This design comes from an exercise in tuning for small area on the open sky130 flow, not from production work.
The RTL was checked by simulation tests, not by an equivalence proof against the original design.
Power figures rest on the tool's default switching activity, not on a simulated workload.

job 730:
## klotski
module klotski(
    input         clk,
    input         rst,
    input  [2:0]  mode,
    input  [4:0]  keyCode,
    input         keyReady,
    input  [9:0]  col,
    input  [8:0]  row,
    input  [11:0] Din,
    input         test,
    input  [4:0]  testnum,
    input  [4:0]  testnum2,
    output [11:0] Dout,
    output [4:0]  ROMmux,
    output [12:0] ROMaddr,
    output        DisplayMux,
    output        rdn,
    output [15:0] DisplaySerial,
    output [4:0]  cur_q,
    output [4:0]  loc_q
);
    wire [4:0] RAMData, RAMaddr, SyncAddr, RAMwrite, locout, RAMaddr2, locin;
    wire       RAMaddrEN, RAMMux, RAMMux2, RAMaddrEN2, RAMMux3;
    wire [2:0] ROMmux2;
    wire [4:0] init_d, cur_a, cur_d, loc_a;
    control u_control(
        .clk(clk), .rst(rst), .mode(mode), .col(col), .row(row), .Din(Din),
        .test(test), .testnum(testnum), .testnum2(testnum2),
        .keyCode(keyCode), .keyReady(keyReady),
        .RAMData(RAMData), .locout(locout),
        .Dout(Dout), .DisplayMux(DisplayMux), .DisplaySerial(DisplaySerial), .rdn_o(rdn),
        .RAMaddr(RAMaddr), .SyncAddr(SyncAddr), .RAMwrite(RAMwrite), .RAMaddr2(RAMaddr2),
        .locin(locin), .ROMmux2(ROMmux2),
        .RAMMux_o(RAMMux), .RAMMux2_o(RAMMux2), .RAMMux3_o(RAMMux3),
  ...
Size: ~1,500 cells after synthesis, about 17,000 sq um of cells after synthesis.
export LEC_CHECK = 0
export ABC_AREA = 1
export CAP_MARGIN = 0
export CORE_MARGIN = 2
export CORE_UTILIZATION = 60
export CTS_CLUSTER_DIAMETER = 60
export CTS_CLUSTER_SIZE = 30
export SLEW_MARGIN = 0
create_clock -name core_clock -period 15.0 [get_ports {clk}]
standard.sh (not shown) runs the stock make flow with config.mk's settings and CLKGATE_MAP_FILE= SYNTH_SCRIPT=/design/flow/synth_recipe.tcl, a recipe that flattens the netlist after the stock synthesis.
==> flow/flow/run.sh <==
#!/bin/bash
# Own layout flow: the standard synthesis, then the combinational logic
# re-mapped by ABC for area (flip-flops keep their cells and names), then
# the standard floorplan-to-finish flow on the re-mapped netlist, with
# the port buffers made of the smallest buffer cell.
set -euo pipefail
W=$(pwd)
RES=$W/orfs/results/${FLOW_PLATFORM}/klotski/base
LIB=$FLOW_HOME/platforms/${FLOW_PLATFORM}/lib/sky130_fd_sc_hd__tt_025C_1v80.lib

bash standard.sh synth > $W/synth.log 2>&1
cp $RES/1_2_yosys.v $W/standard_synth.v

# two ABC scripts; keep the smaller result
for s in amap deep; do
    REMAP_LIB=$LIB REMAP_IN=$W/standard_synth.v REMAP_TOP=$FLOW_TOP \
    REMAP_SCRIPT=$W/flow/$s.abc REMAP_STAT=$W/remap_$s.txt REMAP_OUT=$W/remapped_$s.v \
        yosys -c $W/flow/remap.tcl > $W/remap_$s.log 2>&1 &
done
wait
area() { awk '/Chip area/ {print $NF}' $1; }
best=amap
if awk -v a=$(area $W/remap_deep.txt) -v b=$(area $W/remap_amap.txt) 'BEGIN{exit !(a < b)}'; then best=deep; fi
echo "remap: amap $(area $W/remap_amap.txt) deep $(area $W/remap_deep.txt) -> $best" > $W/remap_choice.txt
cp $W/remapped_$best.v $RES/1_2_yosys.v
rm -f $RES/1_synth.odb $RES/1_synth.sdc
# clock tree: sink clustering as set in config.mk, without dummy balancing loads
export CTS_ARGS='-sink_clustering_enable -repair_clock_nets -sink_clustering_size 20 -sink_clustering_max_diameter 50 -dont_use_dummy_load -buf_list {sky130_fd_sc_hd__clkbuf_8 sky130_fd_sc_hd__clkbuf_16}'
BUFFER_PORTS_ARGS="-buffer_cell sky130_fd_sc_hd__buf_1" bash standard.sh finish > $W/layout.log 2>&1
Other scripts of this flow, unchanged in this note and not shown: flow/flow/amap.abc, flow/flow/deep.abc, flow/flow/remap.tcl
Job 730 was carried through to the last stage, and its layout satisfied the timing, design-rule and antenna checks.
For job 3612, these inputs were changed with respect to job 730:
diff --git a/flow/flow/run.sh b/flow/flow/run.sh
--- a/flow/flow/run.sh
+++ b/flow/flow/run.sh
@@ -25,5 +25,3 @@
 cp $W/remapped_$best.v $RES/1_2_yosys.v
 rm -f $RES/1_synth.odb $RES/1_synth.sdc
-# clock tree: sink clustering as set in config.mk, without dummy balancing loads
-export CTS_ARGS='-sink_clustering_enable -repair_clock_nets -sink_clustering_size 20 -sink_clustering_max_diameter 50 -dont_use_dummy_load -buf_list {sky130_fd_sc_hd__clkbuf_8 sky130_fd_sc_hd__clkbuf_16}'
 BUFFER_PORTS_ARGS="-buffer_cell sky130_fd_sc_hd__buf_1" bash standard.sh finish > $W/layout.log 2>&1
### Flow results
Setup slack of the critical path after layout: job 3612 < job 730. On job 3612: clock period minus worst slack is 0.092 ns higher than what job 730 gave. Worst hold margin delta for job 3612 relative to job 730: 0.0065 ns higher. Compared with job 730, placement density in the core of job 3612 is higher. On switching power: job 3612 sits above job 730. Re fraction of power consumed by combinational cells: job 730 and job 3612 aren't equal, and the higher value belongs to job 730.
The following lists how job 394 was set up differently from job 3612:
diff --git a/flow/flow/run.sh b/flow/flow/run.sh
--- a/flow/flow/run.sh
+++ b/flow/flow/run.sh
@@ -25,3 +25,5 @@
 cp $W/remapped_$best.v $RES/1_2_yosys.v
 rm -f $RES/1_synth.odb $RES/1_synth.sdc
+# clock tree: sink clustering as set in config.mk, without dummy balancing loads
+export CTS_ARGS='-sink_clustering_enable -repair_clock_nets -sink_clustering_size 16 -sink_clustering_max_diameter 40 -dont_use_dummy_load -buf_list {sky130_fd_sc_hd__clkbuf_8}'
 BUFFER_PORTS_ARGS="-buffer_cell sky130_fd_sc_hd__buf_1" bash standard.sh finish > $W/layout.log 2>&1
Notes after the runs:
Job 394: no failed stages, no open violations at the end. Job 394 gives less portion of the clock cycle consumed by the worst path in the final layout than job 3612 did. In job 394, worst hold slack across all endpoints is lower than in job 3612. Comparing design area for job 394 and job 3612, the smaller number came from job 394. Taking job 3612 as the reference, in job 394 sum of internal, switching and leakage power shrank by about 11%, net load switching power shrank by 0.00012 W. For job 394, the termination of the worst setup path was Dout[7], unlike job 3612, where it was Dout[4].
What job 8283 does differently from job 394 at the input level:
diff --git a/flow/flow/run.sh b/flow/flow/run.sh
--- a/flow/flow/run.sh
+++ b/flow/flow/run.sh
@@ -26,4 +26,4 @@
 rm -f $RES/1_synth.odb $RES/1_synth.sdc
 # clock tree: sink clustering as set in config.mk, without dummy balancing loads
-export CTS_ARGS='-sink_clustering_enable -repair_clock_nets -sink_clustering_size 16 -sink_clustering_max_diameter 40 -dont_use_dummy_load -buf_list {sky130_fd_sc_hd__clkbuf_8}'
+export CTS_ARGS='-sink_clustering_enable -repair_clock_nets -sink_clustering_size 30 -sink_clustering_max_diameter 60 -dont_use_dummy_load'
 BUFFER_PORTS_ARGS="-buffer_cell sky130_fd_sc_hd__buf_1" bash standard.sh finish > $W/layout.log 2>&1
Notes after the runs:
Job 8283: full flow OK, the timing, design-rule and antenna checks passed
Clock period minus worst slack sits lower in job 8283 than in job 394.
On share of the clock period used by the worst path, job 394 tracks job 8283 almost exactly.
For maximum frequency, job 394 and job 8283 come out practically identical.
The run with more routed wire is job 8283, not job 394.
Diff job 394..job 8283 | count of antenna diodes in the layout | unchanged
Compared with job 394, job 8283 shows a lower worst clock skew.
Looking at via total after detailed routing, job 8283 sits below job 394.
Looking at capturing instance or port of the critical path, the Dout[7] result is from job 394; the Dout[4] one comes from job 8283.

==> re-timing with driven ports <==
How much do the figures lean on ideal ports? The routed layouts below were timed once more, with nothing changed but the port constraints.
Step 1 assumes that a clkbuf_16 drives the clock port and a buf_2 every other input.
Step 2 moves the port delays by t, midway between the first and last clock arrival at a register: inputs arrive t later, outputs are due t later. That takes back most of the time a late clock gives input paths.
Slacks: ideal / step 1 / step 2; pairs: ideal / step 1.
run | shift t [ns] | setup slack, ns | worst hold slack (ns)
job 730 | 0.613 | 1.756 / 1.724 / 1.724 | 0.574 / 0.574 / 0.574
job 3612 | 0.615 | 1.664 / 1.632 / 1.632 | 0.580 / 0.580 / 0.580
job 394 | 0.582 | 1.687 / 1.656 / 1.656 | 0.575 / 0.575 / 0.575
job 8283 | 0.595 | 1.697 / 1.666 / 1.666 | 0.575 / 0.575 / 0.575
After both steps every run listed still meets setup and hold.
